Context: an optimization exercise on an open-source flow, tuned for small area. The choices shown serve that exercise and are no tape-out recipe.
For this run, only the layout was checked, not whether the RTL still works.

==> design/flow/design.v <==
module quad_chk #(
        parameter DATA_WIDTH = 16,
        parameter ANGLE_WIDTH = 16,
        parameter CORDIC_STAGES = 16
    ) (
    	input clk,
    	input nreset,
    	input signed [DATA_WIDTH-1:0] x_in,
        input signed [DATA_WIDTH-1:0] y_in,
        input signed [ANGLE_WIDTH-1:0] angle_in,
        input [CORDIC_STAGES-1:0] micro_rot_in,
        input enable,
        input angle_microRot_n,
        input [1:0] quad_in,
        output reg signed [DATA_WIDTH-1:0] x_out,
        output reg signed [DATA_WIDTH-1:0] y_out,  
        output reg signed [ANGLE_WIDTH-1:0] angle_out,
        output [CORDIC_STAGES-1:0] micro_rot_out    
    );
	wire [1:0] quad;
	assign quad = angle_microRot_n ? angle_in[ANGLE_WIDTH-1:ANGLE_WIDTH-2] : {quad_in[1],quad_in[1]^quad_in[0]};	
    reg [CORDIC_STAGES-2:0] quad_r;
    always @(posedge clk or negedge nreset) begin
        if (~nreset)
            quad_r <= {CORDIC_STAGES-1{1'b0}};
        else
            quad_r <= {quad_r[CORDIC_STAGES-3:0],enable && quad[0]};
    end
    assign micro_rot_out = {quad_r,quad[0]} ^ micro_rot_in;
	always @* begin
	    case ({enable,quad})
	        3'b100:									 
			    begin
			        x_out = x_in;
					y_out = y_in;
					angle_out = angle_in;
				end
			3'b101: 
			    begin						 
				    x_out = ~x_in + 1'b1;	 
					y_out = ~y_in + 1'b1;
				    angle_out = {1'b1,angle_in[ANGLE_WIDTH-2:0]};
				end
			3'b110:
			    begin						 
				    x_out = ~x_in + 1'b1;	 
					y_out = ~y_in + 1'b1;
				    angle_out = {1'b0,angle_in[ANGLE_WIDTH-2:0]};
				end
			3'b111: 
			    begin						 
				    x_out = x_in;
					y_out = y_in;
					angle_out = angle_in;
				end
			default: 
			    begin
				    x_out = x_in;
					y_out = y_in;
					angle_out = angle_in;
				end
		endcase
	end	
endmodule
module ip_upscale #(
        parameter DATA_WIDTH = 16,
        parameter CORDIC_WIDTH = 22
    ) (
	    input [DATA_WIDTH-1:0] x_in,
        input [DATA_WIDTH-1:0] y_in,
        output [CORDIC_WIDTH-1:0] x_out,
        output [CORDIC_WIDTH-1:0] y_out
    );
    assign x_out = {x_in,{CORDIC_WIDTH-DATA_WIDTH{1'b0}}};
    assign y_out = {y_in,{CORDIC_WIDTH-DATA_WIDTH{1'b0}}};
endmodule
module micro_rot_gen #(
        parameter ANGLE_WIDTH = 16,
        parameter CORDIC_STAGES = 16
    ) (
        input clk,
        input nreset,
        input enable_in,
        input angle_microRot_n,
        input signed [ANGLE_WIDTH-1:0] angle_in,     
        input [CORDIC_STAGES-1:0] micro_rot_in,   
        output [CORDIC_STAGES-1:0] micro_rot_out
    );
    reg [ANGLE_WIDTH-1:0] atan [CORDIC_STAGES-1:0];
    always @(posedge clk) begin
        atan[0] <= 16'h2000;
        atan[1] <= 16'h12E4;
        atan[2] <= 16'h09FB;
        atan[3] <= 16'h0511;
        atan[4] <= 16'h028B;
        atan[5] <= 16'h0145;
        atan[6] <= 16'h00A2;
        atan[7] <= 16'h0051;
        atan[8] <= 16'h0028;
        atan[9] <= 16'h0014;
        atan[10] <= 16'h000A;
        atan[11] <= 16'h0005;
        atan[12] <= 16'h0002;
        atan[13] <= 16'h0001;
        atan[14] <= 16'h0000;
        atan[15] <= 16'h0000;
    end
    reg [CORDIC_STAGES-2:0] angle_microRot_n_r;
    always @(posedge clk or negedge nreset) begin
        if (~nreset)
            angle_microRot_n_r <= {CORDIC_STAGES-1{1'b0}};
        else
            angle_microRot_n_r <= {angle_microRot_n_r[CORDIC_STAGES-3:0],enable_in && angle_microRot_n};
    end
    reg signed [ANGLE_WIDTH-1:0] angle_diff [CORDIC_STAGES-2:0];
    always @(posedge clk or negedge nreset) begin
        if (~nreset)
            angle_diff[0] <= {ANGLE_WIDTH{1'b0}};
        else begin
            if (enable_in && angle_microRot_n) begin
                if (angle_in[ANGLE_WIDTH-1])
                    angle_diff[0] <= angle_in + atan[0]; 
                else
                    angle_diff[0] <= angle_in - atan[0];
            end
            else if (~enable_in && angle_microRot_n_r[0])
                angle_diff[0] <= {ANGLE_WIDTH{1'b0}};
        end 
    end
    genvar i;        
    generate
        for (i=1;i<CORDIC_STAGES-1;i=i+1) begin:genblk_CRM_angle_diff
            always @(posedge clk or negedge nreset) begin
                if (~nreset)
                    angle_diff[i] <= {ANGLE_WIDTH{1'b0}};
                else if (angle_microRot_n_r[i-1]) begin
                    if (angle_diff[i-1][ANGLE_WIDTH-1])
                        angle_diff[i] <= angle_diff[i-1] + atan[i];
                    else
                        angle_diff[i] <= angle_diff[i-1] - atan[i];
                end
            end
        end
    endgenerate 
    wire [CORDIC_STAGES-1:0] micro_rot;
    assign micro_rot[0] = angle_in[ANGLE_WIDTH-1];
    generate  
        for (i=1;i<CORDIC_STAGES;i=i+1) begin:genblk_microRot_angle_direct
            assign micro_rot[i] = angle_diff[i-1][ANGLE_WIDTH-1];
        end
    endgenerate
    assign micro_rot_out[0] = angle_microRot_n ? micro_rot[0] : micro_rot_in[0];
    generate  
        for (i=1;i<CORDIC_STAGES;i=i+1) begin:genblk_microRot_out  
            assign micro_rot_out[i] = angle_microRot_n_r[i-1] ? micro_rot[i] : micro_rot_in[i];
        end
    endgenerate
endmodule
module rot_block_first_stage #(
        parameter CORDIC_WIDTH = 22
    ) (
        input clk,
        input nreset,
        input enable,    
        input signed [CORDIC_WIDTH-1:0] x_in,
        input signed [CORDIC_WIDTH-1:0] y_in,
        input microRot_dir_in,
        output reg signed [CORDIC_WIDTH-1:0] x_out,
        output reg signed [CORDIC_WIDTH-1:0] y_out,    
        output reg enable_next,
        output reg rot_active
    );
    always @(posedge clk or negedge nreset) begin
        if (~nreset) begin
            x_out <= {CORDIC_WIDTH{1'b0}};
            y_out <= {CORDIC_WIDTH{1'b0}};
            enable_next <= 1'b0;
            rot_active <= 1'b0;
        end
        else begin
            if (!enable) begin
                x_out <= {CORDIC_WIDTH{1'b0}};
                y_out <= {CORDIC_WIDTH{1'b0}};
                enable_next <= 1'b0;
                rot_active <= 1'b0;
            end
            else begin
                enable_next <= 1'b1;
                rot_active <= 1'b1;
                if (~microRot_dir_in) begin
                    x_out <= x_in + y_in;       
                    y_out <= y_in - x_in;
                end
                else begin
                    x_out <= x_in - y_in;
                    y_out <= y_in + x_in;
                end
            end
        end
    end 
endmodule
module rot_block #(
        parameter CORDIC_WIDTH = 22,
        parameter MICRO_ROT_STAGE = 1
    ) (
        input clk,
        input nreset,
        input enable,    
        input signed [CORDIC_WIDTH-1:0] x_in,
        input signed [CORDIC_WIDTH-1:0] y_in,
        input microRot_dir_in,
        output reg signed [CORDIC_WIDTH-1:0] x_out,
        output reg signed [CORDIC_WIDTH-1:0] y_out,    
        output reg enable_next
    );
    always @(posedge clk or negedge nreset) begin
        if (~nreset) begin
            x_out <= {CORDIC_WIDTH{1'b0}};
            y_out <= {CORDIC_WIDTH{1'b0}};
            enable_next <= 1'b0;
        end
        else begin
            if (!enable) begin
                x_out <= {CORDIC_WIDTH{1'b0}};
                y_out <= {CORDIC_WIDTH{1'b0}};
                enable_next <= 1'b0;
            end
            else begin
                enable_next <= 1'b1;
                if (~microRot_dir_in) begin     
                    x_out <= x_in + {{MICRO_ROT_STAGE{y_in[CORDIC_WIDTH-1]}},y_in[CORDIC_WIDTH-1:MICRO_ROT_STAGE]};       
                    y_out <= y_in - {{MICRO_ROT_STAGE{x_in[CORDIC_WIDTH-1]}},x_in[CORDIC_WIDTH-1:MICRO_ROT_STAGE]};
                end
                else begin                           
                    x_out <= x_in - {{MICRO_ROT_STAGE{y_in[CORDIC_WIDTH-1]}},y_in[CORDIC_WIDTH-1:MICRO_ROT_STAGE]};
                    y_out <= y_in + {{MICRO_ROT_STAGE{x_in[CORDIC_WIDTH-1]}},x_in[CORDIC_WIDTH-1:MICRO_ROT_STAGE]};
                end
            end
        end
    end 
endmodule
module rot_block_last_stage #(
        parameter CORDIC_WIDTH = 22,
        parameter MICRO_ROT_STAGE = 15
    ) (
        input clk,
        input nreset,
        input enable,    
        input signed [CORDIC_WIDTH-1:0] x_in,
        input signed [CORDIC_WIDTH-1:0] y_in,
        input microRot_dir_in,
        output reg signed [CORDIC_WIDTH-1:0] x_out,
        output reg signed [CORDIC_WIDTH-1:0] y_out,
        output reg op_valid
    );
    always @(posedge clk or negedge nreset) begin
        if (~nreset) begin
            x_out <= {CORDIC_WIDTH{1'b0}};
            y_out <= {CORDIC_WIDTH{1'b0}};
            op_valid <= 1'b0;
        end
        else begin
            if (!enable) begin
                x_out <= {CORDIC_WIDTH{1'b0}};
                y_out <= {CORDIC_WIDTH{1'b0}};
                op_valid <= 1'b0;
            end
            else begin
                op_valid <= 1'b1;
                if (~microRot_dir_in) begin
                    x_out <= x_in + {{MICRO_ROT_STAGE{y_in[CORDIC_WIDTH-1]}},y_in[CORDIC_WIDTH-1:MICRO_ROT_STAGE]};       
                    y_out <= y_in - {{MICRO_ROT_STAGE{x_in[CORDIC_WIDTH-1]}},x_in[CORDIC_WIDTH-1:MICRO_ROT_STAGE]};
                end
                else begin
                    x_out <= x_in - {{MICRO_ROT_STAGE{y_in[CORDIC_WIDTH-1]}},y_in[CORDIC_WIDTH-1:MICRO_ROT_STAGE]};
                    y_out <= y_in + {{MICRO_ROT_STAGE{x_in[CORDIC_WIDTH-1]}},x_in[CORDIC_WIDTH-1:MICRO_ROT_STAGE]};
                end
            end
        end
    end 
endmodule
module output_scale #(
        parameter CORDIC_WIDTH = 22
    ) (
	    input signed [CORDIC_WIDTH-1:0] x_in,
        input signed [CORDIC_WIDTH-1:0] y_in,
        input en,
        output reg signed [CORDIC_WIDTH-1:0] x_out,
        output reg signed [CORDIC_WIDTH-1:0] y_out    
    );
	always @* begin 
	   if (en) begin
	       x_out = {x_in[CORDIC_WIDTH-1],x_in[CORDIC_WIDTH-1:1]} + {{4{x_in[CORDIC_WIDTH-1]}},x_in[CORDIC_WIDTH-1:4]} +
						{{5{x_in[CORDIC_WIDTH-1]}},x_in[CORDIC_WIDTH-1:5]} + {{7{x_in[CORDIC_WIDTH-1]}},x_in[CORDIC_WIDTH-1:7]} +
						{{8{x_in[CORDIC_WIDTH-1]}},x_in[CORDIC_WIDTH-1:8]} + {{10{x_in[CORDIC_WIDTH-1]}},x_in[CORDIC_WIDTH-1:10]} +
						{{11{x_in[CORDIC_WIDTH-1]}},x_in[CORDIC_WIDTH-1:11]} + {{12{x_in[CORDIC_WIDTH-1]}},x_in[CORDIC_WIDTH-1:12]} +
						{{14{x_in[CORDIC_WIDTH-1]}},x_in[CORDIC_WIDTH-1:14]};
	       y_out = {y_in[CORDIC_WIDTH-1],y_in[CORDIC_WIDTH-1:1]} + {{4{y_in[CORDIC_WIDTH-1]}},y_in[CORDIC_WIDTH-1:4]} +
                        {{5{y_in[CORDIC_WIDTH-1]}},y_in[CORDIC_WIDTH-1:5]} + {{7{y_in[CORDIC_WIDTH-1]}},y_in[CORDIC_WIDTH-1:7]} +
                        {{8{y_in[CORDIC_WIDTH-1]}},y_in[CORDIC_WIDTH-1:8]} + {{10{y_in[CORDIC_WIDTH-1]}},y_in[CORDIC_WIDTH-1:10]} +
                        {{11{y_in[CORDIC_WIDTH-1]}},y_in[CORDIC_WIDTH-1:11]} + {{12{y_in[CORDIC_WIDTH-1]}},y_in[CORDIC_WIDTH-1:12]} +
                        {{14{y_in[CORDIC_WIDTH-1]}},y_in[CORDIC_WIDTH-1:14]};
       end
	   else begin
	       x_out = {CORDIC_WIDTH{1'b0}};
	       y_out = {CORDIC_WIDTH{1'b0}};
       end
   end
endmodule
module op_downscale #(
        parameter CORDIC_WIDTH = 22,
        parameter DATA_WIDTH = 16
   ) (
	    input clk,
	    input nreset,
	    input [CORDIC_WIDTH-1:0] x_in,
        input [CORDIC_WIDTH-1:0] y_in,
        input enable,
        output [DATA_WIDTH-1:0] x_out,
        output [DATA_WIDTH-1:0] y_out,
        output op_vld
    );
	reg signed [DATA_WIDTH-1:0] x_downscaled;
    reg signed [DATA_WIDTH-1:0] y_downscaled;
    reg enable_r;
    always @(posedge clk or negedge nreset) begin
        if (~nreset) begin
            x_downscaled <= {DATA_WIDTH{1'b0}};
            y_downscaled <= {DATA_WIDTH{1'b0}};
            enable_r <= 1'b0;
        end
        else begin
            if (enable) begin   
                x_downscaled <= x_in [CORDIC_WIDTH-1:CORDIC_WIDTH-DATA_WIDTH];
                y_downscaled <= y_in [CORDIC_WIDTH-1:CORDIC_WIDTH-DATA_WIDTH];
                enable_r <= 1'b1;
            end
            else
                enable_r <= 1'b0;
        end
    end
    assign x_out = x_downscaled;
    assign y_out = y_downscaled;
    assign op_vld = enable_r;
endmodule
module CORDIC_Rotation_top #(
        parameter DATA_WIDTH = 16,
        parameter CORDIC_WIDTH = 22,
        parameter ANGLE_WIDTH = 16,
        parameter CORDIC_STAGES = 16
    ) (
        input clk,
        input nreset,
        input enable_in,
        input angle_microRot_n,                      
        input signed [DATA_WIDTH-1:0] x_in,
        input signed [DATA_WIDTH-1:0] y_in,
        input signed [ANGLE_WIDTH-1:0] angle_in,     
        input [CORDIC_STAGES-1:0] microRot_dir_in,   
        input microRot_vld,                          
        input [1:0] quad_in,                         
        output signed [DATA_WIDTH-1:0] x_out,
        output signed [DATA_WIDTH-1:0] y_out,
        output output_valid_o,
        output rot_active_o
    );
	wire signed [DATA_WIDTH-1:0] x_quadChk_out;	
    wire signed [DATA_WIDTH-1:0] y_quadChk_out;
	wire [CORDIC_STAGES-1:0] micro_rot_quadChk_out;
	wire signed [ANGLE_WIDTH-1:0] angle;
	wire signed [CORDIC_WIDTH-1:0] x_upscaled;
	wire signed [CORDIC_WIDTH-1:0] y_upscaled;	
	wire upscaled_opvld;
    wire [CORDIC_STAGES-1:0] microRot_dir;
    wire [CORDIC_STAGES-1:0] enable;
    wire [CORDIC_STAGES*CORDIC_WIDTH-1:0] rot_stage_xin;
    wire [CORDIC_STAGES*CORDIC_WIDTH-1:0] rot_stage_yin;            
    wire signed [CORDIC_WIDTH-1:0] rot_lastStage_xout;
    wire signed [CORDIC_WIDTH-1:0] rot_lastStage_yout;
	wire rot_LastStage_opvld;
	wire signed [CORDIC_WIDTH-1:0] x_scaled_out;
	wire signed [CORDIC_WIDTH-1:0] y_scaled_out;	
	wire signed [DATA_WIDTH-1:0] x_downscale;
    wire signed [DATA_WIDTH-1:0] y_downscale;
    reg downscale_vld;
    reg downscale_vld_real;
  always @(posedge clk or negedge nreset) begin
        if (~nreset)
           downscale_vld_real  <= 1'b0;
        else
            downscale_vld_real <= downscale_vld;
    end
	quad_chk #(
	    .DATA_WIDTH (DATA_WIDTH),
	    .ANGLE_WIDTH (ANGLE_WIDTH),
	    .CORDIC_STAGES (CORDIC_STAGES)
	) Quad( 
        .clk(clk),
        .nreset(nreset),
		.x_in (x_in),
		.y_in (y_in),
		.angle_in (angle_in),
		.micro_rot_in (microRot_dir_in),
		.enable (enable_in),
		.angle_microRot_n (angle_microRot_n),
		.quad_in (quad_in),
		.x_out (x_quadChk_out),
		.y_out (y_quadChk_out),
		.angle_out (angle),
		.micro_rot_out (micro_rot_quadChk_out)
	);
	ip_upscale #(
        .DATA_WIDTH (DATA_WIDTH),
        .CORDIC_WIDTH (CORDIC_WIDTH)
    ) ip_up(
        .x_in (x_quadChk_out),
        .y_in (y_quadChk_out),
        .x_out (x_upscaled),
        .y_out (y_upscaled)
    );
    micro_rot_gen #(
        .ANGLE_WIDTH (ANGLE_WIDTH),
        .CORDIC_STAGES (CORDIC_STAGES)
    ) microRot_Gen(
        .clk (clk),
        .nreset (nreset),
        .enable_in (enable_in),
        .angle_microRot_n (angle_microRot_n),
        .micro_rot_in (micro_rot_quadChk_out),
        .angle_in (angle),
        .micro_rot_out (microRot_dir)
    );
    assign rot_stage_xin[CORDIC_WIDTH-1:0] = x_upscaled;
    assign rot_stage_yin[CORDIC_WIDTH-1:0] = y_upscaled;
    assign enable[0] = enable_in;   
	rot_block_first_stage #(
	    .CORDIC_WIDTH (CORDIC_WIDTH)
	) Rot_Stage_0 (
	    .clk (clk),
	    .nreset (nreset),
	    .enable (enable[0]),
	    .x_in (rot_stage_xin[CORDIC_WIDTH-1:0]),
	    .y_in (rot_stage_yin[CORDIC_WIDTH-1:0]),
        .microRot_dir_in (microRot_dir[0]),
        .x_out (rot_stage_xin[CORDIC_WIDTH*2-1:CORDIC_WIDTH]),
        .y_out (rot_stage_yin[CORDIC_WIDTH*2-1:CORDIC_WIDTH]),    
        .enable_next (enable[1]),
        .rot_active (rot_active_o)
	);    	
	genvar i;
	generate
        for (i=1;i<CORDIC_STAGES-1;i=i+1) begin: Rot_Stage
	        rot_block #(
	            .CORDIC_WIDTH (CORDIC_WIDTH),
	            .MICRO_ROT_STAGE (i)
	        ) MicroRot_Stage (
        	    .clk (clk),
                .nreset (nreset),
                .enable (enable[i]),
                .x_in (rot_stage_xin[CORDIC_WIDTH*(i+1)-1:CORDIC_WIDTH*i]),
                .y_in (rot_stage_yin[CORDIC_WIDTH*(i+1)-1:CORDIC_WIDTH*i]),
                .microRot_dir_in (microRot_dir[i]),
                .x_out (rot_stage_xin[CORDIC_WIDTH*(i+2)-1:CORDIC_WIDTH*(i+1)]),
                .y_out (rot_stage_yin[CORDIC_WIDTH*(i+2)-1:CORDIC_WIDTH*(i+1)]),    
                .enable_next (enable[i+1])
            );	            
	    end
	endgenerate
	rot_block_last_stage #(
	    .CORDIC_WIDTH (CORDIC_WIDTH)
	) Rot_Stage_Last (
	    .clk (clk),
	    .nreset (nreset),
	    .enable (enable[CORDIC_STAGES-1]),
	    .x_in (rot_stage_xin[CORDIC_WIDTH*(CORDIC_STAGES)-1:CORDIC_WIDTH*(CORDIC_STAGES-1)]),
	    .y_in (rot_stage_yin[CORDIC_WIDTH*(CORDIC_STAGES)-1:CORDIC_WIDTH*(CORDIC_STAGES-1)]),
        .microRot_dir_in (microRot_dir[CORDIC_STAGES-1]),
        .x_out (rot_lastStage_xout),
        .y_out (rot_lastStage_yout),    
        .op_valid (rot_LastStage_opvld)
	);    		
	output_scale #(
	    .CORDIC_WIDTH (CORDIC_WIDTH)
	) scaling (
		.x_in (rot_lastStage_xout),
		.y_in (rot_lastStage_yout),
		.en (rot_LastStage_opvld),
		.x_out (x_scaled_out),
		.y_out (y_scaled_out)
    );
	op_downscale #(
	    .DATA_WIDTH (DATA_WIDTH),
        .CORDIC_WIDTH (CORDIC_WIDTH)
    ) op_down(
        .clk (clk),
        .nreset (nreset),
        .enable (rot_LastStage_opvld),
		.x_in (x_scaled_out),
		.y_in (y_scaled_out),
		.x_out (x_downscale),
		.y_out (y_downscale),
      .op_vld (downscale_vld)
    );
	assign x_out = x_downscale;
	assign y_out = y_downscale;
    assign output_valid_o = downscale_vld_real;
endmodule
==> design/flow/run.sh <==
#!/bin/bash
# synth_recipe.tcl (not shown) runs the flow's synth.tcl, then flattens the netlist and writes it again
# the make line also repeats each setting of config.mk as NAME=value (left out here)
make -C /OpenROAD-flow-scripts/flow DESIGN_CONFIG=/design/flow/config.mk WORK_HOME=/design/flow/orfs CLKGATE_MAP_FILE= SYNTH_SCRIPT=/design/flow/synth_recipe.tcl finish
==> design/flow/config.mk <==
export PLATFORM = sky130hd
export DESIGN_NAME = CORDIC_Rotation_top
export DESIGN_NICKNAME = CORDIC_Rotation_top
export VERILOG_FILES = /design/flow/design.v
export SDC_FILE = /design/flow/constraint.sdc
export NUM_CORES = 4
export LEC_CHECK = 0
export CAP_MARGIN = 20
export CORE_MARGIN = 2
export CORE_UTILIZATION = 40
export PLACE_DENSITY = 0.6
export SLEW_MARGIN = 20
==> design/flow/constraint.sdc <==
create_clock -name core_clock -period 10.0 [get_ports {clk}]
set_input_delay 2.0000 -clock core_clock [delete_from_list [all_inputs] [get_ports {clk}]]
set_output_delay 2.0000 -clock core_clock [all_outputs]
set_load 0.01 [all_outputs]
==> notes.md <==
-- final cells by class --
class / count / area, sq um / area share (%)
Multi-Input combinational cell: 7308 / 54500 / 60.7
Sequential cell: 960 / 24000 / 26.8
Tap cell: 2672 / 3340 / 3.73
Clock buffer: 158 / 3310 / 3.69
Inverter: 661 / 2480 / 2.77
Timing Repair Buffer: 148 / 1460 / 1.63
Clock inverter: 57 / 631 / 0.703
Antenna cell: 3 / 7.51 / 0.00837
-- flip-flops by register name, indices dropped and copies added (netlist names), 14 cells and up --
signal	cells
Rot_Stage_0.y_out	15
microRot_Gen.angle_microRot_n_r	15
Rot_Stage.MicroRot_Stage.enable_next	14
Rot_Stage.MicroRot_Stage.x_out	300
Rot_Stage_Last.x_out	21
Rot_Stage.MicroRot_Stage.y_out	297
op_down.y_downscaled	16
microRot_Gen.angle_diff	210
Quad.quad_r	15
op_down.x_downscaled	16
Rot_Stage_Last.y_out	21
Rot_Stage_0.x_out	16
-- cell usage in the layout (no fill, tap or decap), types with 102 or more instances in the layout --
cell type	synthesis	layout
nand3_1	125	125
o21ai_0	475	470
nand2_1	525	525
inv_1	657	656
a21oi_1	730	729
clkdlybuf4s50_1	0	102
and2_1	254	254
nand2b_1	114	114
o31ai_1	104	104
xor2_1	397	397
dfrtp_1	960	959
fa_1	193	193
mux2_2	189	189
nor2_1	780	780
nor3_1	285	285
a21o_1	235	235
clkbuf_16	0	116
nor2b_1	189	189
ha_1	947	947
xnor2_1	594	594
-- cell usage after synthesis, types with 18 or more instances --
cell	number	share of area (%)
o21ai_0	475	2.9
nor3b_1	64	0.59
a21boi_0	43	0.40
nor4_1	50	0.38
clkbuf_1	174	0.80
or2_2	35	0.27
nor2b_1	189	1.4
inv_1	657	3.0
o21a_1	95	0.87
xor2_1	397	4.3
fa_1	193	4.7
dfrtp_1	960	29
and2_1	254	1.9
and3b_1	23	0.25
nand4_1	39	0.30
nor2_1	780	3.6
and3_1	76	0.58
o21bai_1	80	0.74
buf_1	27	0.12
or3_1	99	0.76
nand2_1	525	2.4
mux2i_1	52	0.64
nand2b_1	114	0.87
a21o_1	235	2.2
a211oi_1	67	0.62
ha_1	947	15
a211o_1	20	0.21
a31oi_1	75	0.57
o211ai_1	40	0.37
mux2_2	189	2.6
or4_1	18	0.17
xnor2_1	594	6.4
nand3_1	125	0.77
o41ai_1	53	0.57
o31ai_1	104	0.96
nor3_1	285	1.7
a21oi_1	730	4.5
-- path summary, 6_finish.rpt --
kind | startpoint | end | slack (ns)
worst max register to register | Rot_Stage_Last.x_out[15] | op_down.x_downscaled[15] | 4.01
min in group asynchronous | nreset | Rot_Stage[9].MicroRot_Stage.y_out[14] | 1.26
worst max-delay path | enable_in | Rot_Stage_0.x_out[20] | 3.55
worst min-delay path | op_down.enable_r | downscale_vld_real | 0.35
max in group asynchronous | nreset | Rot_Stage[3].MicroRot_Stage.x_out[21] | 6.68
worst min register to register | op_down.enable_r | downscale_vld_real | 0.35
-- metal layers --
layer	vias up	share of wire [%]	routed length, microns
met2	1059	47	94400
li1	32100	-	-
met5	-	0.0064	13
met1	31000	47	95900
met4	2	2.5	5070
met3	237	3.6	7390
-- metrics by stage --
| stage | worst slack [ns] | cells | utilization [%] | instance area [sq um] |
|---|---|---|---|---|
| final | 3.55 | 12000 | 44.3 | 89700 |
| after global placement | 2.84 | 11700 | 42.3 | 85700 |
| after global routing | 2.99 | 12000 | 44.3 | 89700 |
| after floorplan | 4.37 | 9132 | - | 81700 |
| after CTS | 3.59 | 12000 | 44.3 | 89700 |
| after detailed placement | 2.79 | 11700 | 42.3 | 85700 |
-- kinds of logic after synthesis --
logic type,synth area share [%]
simple gates,16.8
compound gates,16.8
fa+ha+maj,19.2
xor+xnor,10.6
flops,29.4
buf+inv,3.98
mux,3.24
==> flow_metrics.env <==
export IMPL_root_buffer="clkbuf_16"
export IMPL_syn_nets=10300
export IMPL_rsz0062_at_grt="false"
export IMPL_drc=0
export IMPL_grtUsageTotal_pct=19.2
export IMPL_fp_dieH_microns=456
export IMPL_fmax_mhz=155
export IMPL_post_cts_resized=0
export IMPL_crit_family="simple AND/OR/NAND/NOR gates"
export IMPL_clk_latency_ns=0.78
export IMPL_dpl_hpwl_microns=161000
export IMPL_maxCapViolCount=0
export IMPL_holdPathStages=0
export IMPL_clock_skew_ns=0.0501
export IMPL_io_buffers=103
export IMPL_htree_levels=3
export IMPL_crit_path_end_kind="flip-flop"
export IMPL_crit_cells=16
export IMPL_crit_top_cell="nor3_1"
export IMPL_max_stage_delay_ns=0.88
export IMPL_hold_buffers=0
export IMPL_drive_above_1_share_pct=5.62
export IMPL_gr_usage_met1_pct=26.3
export IMPL_slowest_stage="nor2_1"
export IMPL_grt_max_degree=170
export IMPL_syn_area_per_cell_sq_um=8.95
export IMPL_path_cells="clkdlybuf4s50_1 -> inv_1 -> nor2_1 -> mux2i_1 -> inv_1 -> fa_1 -> o21bai_1 -> a21oi_1 -> o21ai_0 -> a21boi_0 -> o21a_1 -> or3_1 -> a21oi_1 -> nor3_1 -> nor3_1 -> nor3_1"
export IMPL_cp_start_kind="input port"
export IMPL_fin_nets=10400
export IMPL_finalSetupViolCount=0
export IMPL_grt_busiest_layer="met2"
export IMPL_synth_edf_count=0
export IMPL_met2_usage_pct=32.2
export IMPL_report_final_slew_viol_count=0
export IMPL_met3_usage_pct=1.90
export IMPL_die_w_microns=456
export IMPL_synth_area_sq_um=81700
export IMPL_initial_core_util_pct=40.3
export IMPL_area_growth_synth_to_final_pct=9.80
export IMPL_worstPathRequired_ns=10.59
export IMPL_cts_setup_buffers=0
export IMPL_worst_pin_slew_ns=1.03
export IMPL_first_pass_iters=6
export IMPL_ant_nets=0
export IMPL_critical_path_class="input port to flip-flop"
export IMPL_finalHoldViolCount=0
export IMPL_clockBufferDepth=3
export IMPL_yosysWarnings=23
export IMPL_cts_tree="built"
export IMPL_via_count=64400
export IMPL_hold_ws_ns=0.350
export IMPL_grt_pass1_vias=63800
export IMPL_synthArstFlopShare_pct=100
export IMPL_gr_total_overflow=0
export IMPL_maxSlewHeadroom_pct=29.4
export IMPL_arrival_ns=7.04
export IMPL_fill_cells=19600
export IMPL_synth_seq_cells=960
export IMPL_path_buf_inv=3
export IMPL_synthDistinctLibCells=91
export IMPL_synth_cells=9132
export IMPL_routed_wl_microns=203000
export IMPL_hold_path_class="flip-flop to flip-flop"
export IMPL_routabilityCongestion=0.894
export IMPL_ioPinCount=105
export IMPL_dieArea_sq_um=208000
export IMPL_antenna_found_initial=5
export IMPL_routed_via_density=5.38
export IMPL_synth_seq_area_share_pct=29.4
export IMPL_tns_ns=0
export IMPL_clock_sinks=960
export IMPL_coreArea_sq_um=203000
export IMPL_clk_pin_slew_ns=0.06
export IMPL_cts_buffers=115
export IMPL_fin_crit_sh_pct=64.5
export IMPL_avgRoutedWirePerCell_microns=16.9
export IMPL_path_max_fanout=32
export IMPL_reg2reg_depth=19
export IMPL_synthFlopType="dfrtp_1"
export IMPL_num_rows=165
export IMPL_grt_pass1_wl_microns=334000
export IMPL_outcome="timing/DRC/antenna clean"
export IMPL_min_period_ns=6.45
export IMPL_initialDrtViolationCount=4045

port drivers added, routing unchanged:
The flow's constraints put no driver on any port. The routed layout listed below was extracted and timed again, unchanged, in two steps.
Step 1 sets driving cells, clkbuf_16 on the clock port and buf_2 on the other inputs (assumed; they add their load-dependent delay and slew).
Step 2 also shifts input and output timing later by t, the mid clock arrival at the registers, as if the neighbouring blocks saw the same clock.
Three values: no drivers, after step 1, after step 2; two values: the first two.
t (ns): 0.840
slack for setup (ns): 3.552 / 3.620 / 2.780
worst setup path after step 2: input to register
slew at the worst register clock pin (ns): 0.07 / 0.07
cell pins on the clock port's net: 1
After both steps setup and hold are still met in this run. The setup slack of this run moves by +0.068 ns with the drivers and by -0.772 ns with both steps.
